Context: an optimization exercise on an open-source flow, tuned for small area and a short achievable clock period. The choices shown serve that exercise and are no tape-out recipe.
Function was checked by simulation only, so behaviour that the tests miss may differ from the original.

==> flow/design.v (excerpt) <==
module conv3x3_unit(clk, rst, in_valid, in0, in1, in2, in3, in4, in5, in6, in7, in8, out_valid, result);
Size in the first run: about 320 I/O pins, about 97000 um2 of cells after synthesis.
clock: 125.0 ns
lec_check: 0
abc_area: 1
cap_margin: 20
core_margin: 2
core_utilization: 50
cts_cluster_diameter: 60
cts_cluster_size: 30
place_density: 0.65
slew_margin: 20
synth_hierarchical: 1
standard.sh (not shown) runs the stock make flow with config.mk's settings and CLKGATE_MAP_FILE= SYNTH_SCRIPT=/design/flow/synth_recipe.tcl, a recipe that flattens the netlist after the stock synthesis.
==> flow/flow/run.sh <==
#!/bin/bash
set -euo pipefail
F=$(cd "$(dirname "$0")" && pwd)
PORTS="BUFFER_PORTS_ARGS=-buffer_cell sky130_fd_sc_hd__buf_1"
# CTS as standard (config.mk's cluster settings), without dummy loads
CTS="CTS_ARGS=-sink_clustering_enable -repair_clock_nets -dont_use_dummy_load -sink_clustering_size 30 -sink_clustering_max_diameter 60"
bash standard.sh "$PORTS" "$CTS" synth > flow_make_synth.log 2>&1
R=orfs/results/${FLOW_PLATFORM:-sky130hd}/conv3x3_unit/base
cp $R/1_2_yosys.v $R/1_2_yosys_standard.v
LIB=$FLOW_HOME/platforms/${FLOW_PLATFORM:-sky130hd}/lib/sky130_fd_sc_hd__tt_025C_1v80.lib
bash "$F/reabc.sh" $R/1_2_yosys_standard.v $R/1_2_yosys.v "$LIB" "$(cat "$F/dont_use.txt")" reabc_yosys.log "${FLOW_SDC:-constraint.sdc}" 103.0
rm -f $R/1_synth.odb $R/1_synth.sdc
bash standard.sh "$PORTS" "$CTS" SETUP_SLACK_MARGIN=99.8 cts > flow_make_cts.log 2>&1
bash standard.sh "$PORTS" "$CTS" SETUP_SLACK_MARGIN=97 finish > flow_make_finish.log 2>&1
==> flow/flow/keep_sta.tcl <==
# Lists the cells with an output on a path slower than the threshold (slack below
# KEEP_SLACK at the design's clock), which reabc.sh leaves as synthesis mapped them.
read_lef $::env(KEEP_TECH_LEF)
read_lef $::env(KEEP_SC_LEF)
read_liberty $::env(KEEP_LIB)
read_verilog $::env(KEEP_NETLIST)
link_design conv3x3_unit
read_sdc $::env(KEEP_SDC)
set th $::env(KEEP_SLACK)
set f [open $::env(KEEP_OUT) w]
set n 0
foreach c [get_cells *] {
  set crit 0
  foreach p [get_pins -of_objects $c -filter "direction == output"] {
    set s [get_property $p slack_max]
    if {$s ne "INF" && $s < $th} { set crit 1 }
  }
  if {$crit} { puts $f "conv3x3_unit/[get_full_name $c]"; incr n }
}
close $f
puts "kept $n cells"
==> flow/flow/reabc.script <==
strash
dch
map -D 23000
strash
dch
amap -m
topo
buffer -c
upsize -D 23000
dnsize -D 23000
stime -c
==> flow/flow/reabc.sh <==
#!/bin/bash
set -euo pipefail
IN=$1; OUT=$2; LIB=$3; DU=$4; LOG=$5; SDC=$6; KS=$7
D=$(cd "$(dirname "$0")" && pwd)
PL=$(dirname "$(dirname "$LIB")")
KEEP_TECH_LEF=$PL/lef/sky130_fd_sc_hd.tlef KEEP_SC_LEF=$PL/lef/sky130_fd_sc_hd_merged.lef KEEP_LIB=$LIB \
KEEP_NETLIST=$IN KEEP_SDC=$SDC KEEP_SLACK=$KS KEEP_OUT=$OUT.keep \
  openroad -no_init -exit "$D/keep_sta.tcl" > "$LOG.sta" 2>&1
DUARGS=""
for c in $DU; do DUARGS="$DUARGS -dont_use $c"; done
TYPES=$(grep -o '^ *sky130_fd_sc_hd__[a-z0-9_]*' "$IN" | sort -u | grep -v 'dfxtp\|__fa_\|__ha_' || true)
{
  echo "read_liberty -ignore_miss_func $LIB"
  echo "read_verilog $IN"
  echo "hierarchy -top conv3x3_unit"
  echo "select -read $OUT.keep"
  echo "select -set keep %"
  echo "select -clear"
  for t in $TYPES; do echo "chtype -map $t ${t}__keep @keep"; done
  echo "setattr -mod -set keep_hierarchy 1 sky130_fd_sc_hd__fa_1 sky130_fd_sc_hd__ha_1 sky130_fd_sc_hd__dfxtp_1"
  echo "flatten"
  echo "blackbox sky130_fd_sc_hd__fa_1 sky130_fd_sc_hd__ha_1 sky130_fd_sc_hd__dfxtp_1"
  echo "opt_clean"
  echo "abc -liberty $LIB $DUARGS -script $D/reabc.script"
  echo "opt_clean -purge"
  for t in $TYPES; do echo "chtype -map ${t}__keep $t"; done
  echo "stat -liberty $LIB"
  echo "write_verilog -noattr -nohex -nodec -selected $OUT"
} > "$OUT.ys"
yosys -l "$LOG" -q "$OUT.ys" > /dev/null
Other scripts of this flow, unchanged in this note and not shown: flow/flow/dont_use.txt
Change:
--- a/flow/flow/run.sh
+++ b/flow/flow/run.sh
@@ -10,3 +10,3 @@
 LIB=$FLOW_HOME/platforms/${FLOW_PLATFORM:-sky130hd}/lib/sky130_fd_sc_hd__tt_025C_1v80.lib
-bash "$F/reabc.sh" $R/1_2_yosys_standard.v $R/1_2_yosys.v "$LIB" "$(cat "$F/dont_use.txt")" reabc_yosys.log "${FLOW_SDC:-constraint.sdc}" 103.0
+bash "$F/reabc.sh" $R/1_2_yosys_standard.v $R/1_2_yosys.v "$LIB" "$(cat "$F/dont_use.txt")" reabc_yosys.log
 rm -f $R/1_synth.odb $R/1_synth.sdc
==> flow/flow/reabc.script (replaced) <==
strash
dch
map -D 23000
strash
dch
map -D 23000
topo
buffer -c
upsize -D 23000
dnsize -D 23000
stime -c
--- a/flow/flow/reabc.sh
+++ b/flow/flow/reabc.sh
@@ -1,9 +1,10 @@
 #!/bin/bash
+# reabc.sh NETLIST_IN NETLIST_OUT LIB DONTUSE_LIST LOG
+# Maps the combinational logic of a synthesized netlist again with ABC (reabc.script:
+# area recovery with a delay target). Flip-flops, adder cells and ports stay as they
+# are, and so does all logic in the input cone of the first stage's sum registers
+# (s2_q), the pipeline's slowest stage, which keeps the standard synthesis's mapping.
 set -euo pipefail
-IN=$1; OUT=$2; LIB=$3; DU=$4; LOG=$5; SDC=$6; KS=$7
+IN=$1; OUT=$2; LIB=$3; DU=$4; LOG=$5
 D=$(cd "$(dirname "$0")" && pwd)
-PL=$(dirname "$(dirname "$LIB")")
-KEEP_TECH_LEF=$PL/lef/sky130_fd_sc_hd.tlef KEEP_SC_LEF=$PL/lef/sky130_fd_sc_hd_merged.lef KEEP_LIB=$LIB \
-KEEP_NETLIST=$IN KEEP_SDC=$SDC KEEP_SLACK=$KS KEEP_OUT=$OUT.keep \
-  openroad -no_init -exit "$D/keep_sta.tcl" > "$LOG.sta" 2>&1
 DUARGS=""
@@ -15,5 +16,3 @@
   echo "hierarchy -top conv3x3_unit"
-  echo "select -read $OUT.keep"
-  echo "select -set keep %"
-  echo "select -clear"
+  echo "select -set keep c:s2_q* %ci*"
   for t in $TYPES; do echo "chtype -map $t ${t}__keep @keep"; done
removed: flow/flow/keep_sta.tcl
=> Clock skew shrinks by 0.017 ns; hold slack gains 0.011 ns; count of clock-buffer cells in the layout rises by 3.
Change:
==> flow/flow/reabc.script (replaced) <==
strash
dch
map -D 23000
topo
buffer -c
upsize -D 23000
dnsize -D 23000
stime -c
After rerunning: Non-clock buffer count goes up by 23. Critical path depth is unchanged. Area after synthesis climbs by 0.64%. Cell area goes up by 0.77%. Routed wire length shrinks by 4.4%. Register-to-register slack gains 0.17 ns.
Change:
==> flow/flow/reabc.script (replaced) <==
strash
dch
map -D 23000
strash
dch
amap -m
topo
buffer -c
upsize -D 23000
dnsize -D 23000
stime -c
After rerunning: Routed wire length increases by 4.7%. Final area decreases by 2.6%. First-iteration DRC count increases by 10%. Global-route usage increases by 2.5 points. Worst setup slack gets better by 0.026 ns. Sequential share of layout area increases by 0.41 points. Utilization increases by 1.1 points. Synthesized area decreases by 4.4%.

[what the ideal ports hide]
Ports are ideal in the flow. The routed layouts listed here were re-timed in OpenROAD.
Step 1 sets driving cells, clkbuf_16 on the clock port and buf_2 on the other inputs (assumed; they add their load-dependent delay and slew).
Step 2 moves the port delays by t, midway between the first and last clock arrival at a register: inputs arrive t later, outputs are due t later. That takes back most of the time a late clock gives input paths.
Slacks: ideal / step 1 / step 2; pairs: ideal / step 1.
run | shift t [ns] | slack for setup (ns) | latest minus earliest clock arrival (ns)
the first run | 0.791 | 98.845 / 98.754 / 99.261 | 0.121 / 0.121
the second run | 0.798 | 98.822 / 98.731 / 99.396 | 0.126 / 0.126
the third run | 0.810 | 98.835 / 98.741 / 99.403 | 0.098 / 0.098
the fourth run | 0.767 | 98.861 / 98.774 / 99.337 | 0.145 / 0.145
After both steps every run listed still meets setup and hold.
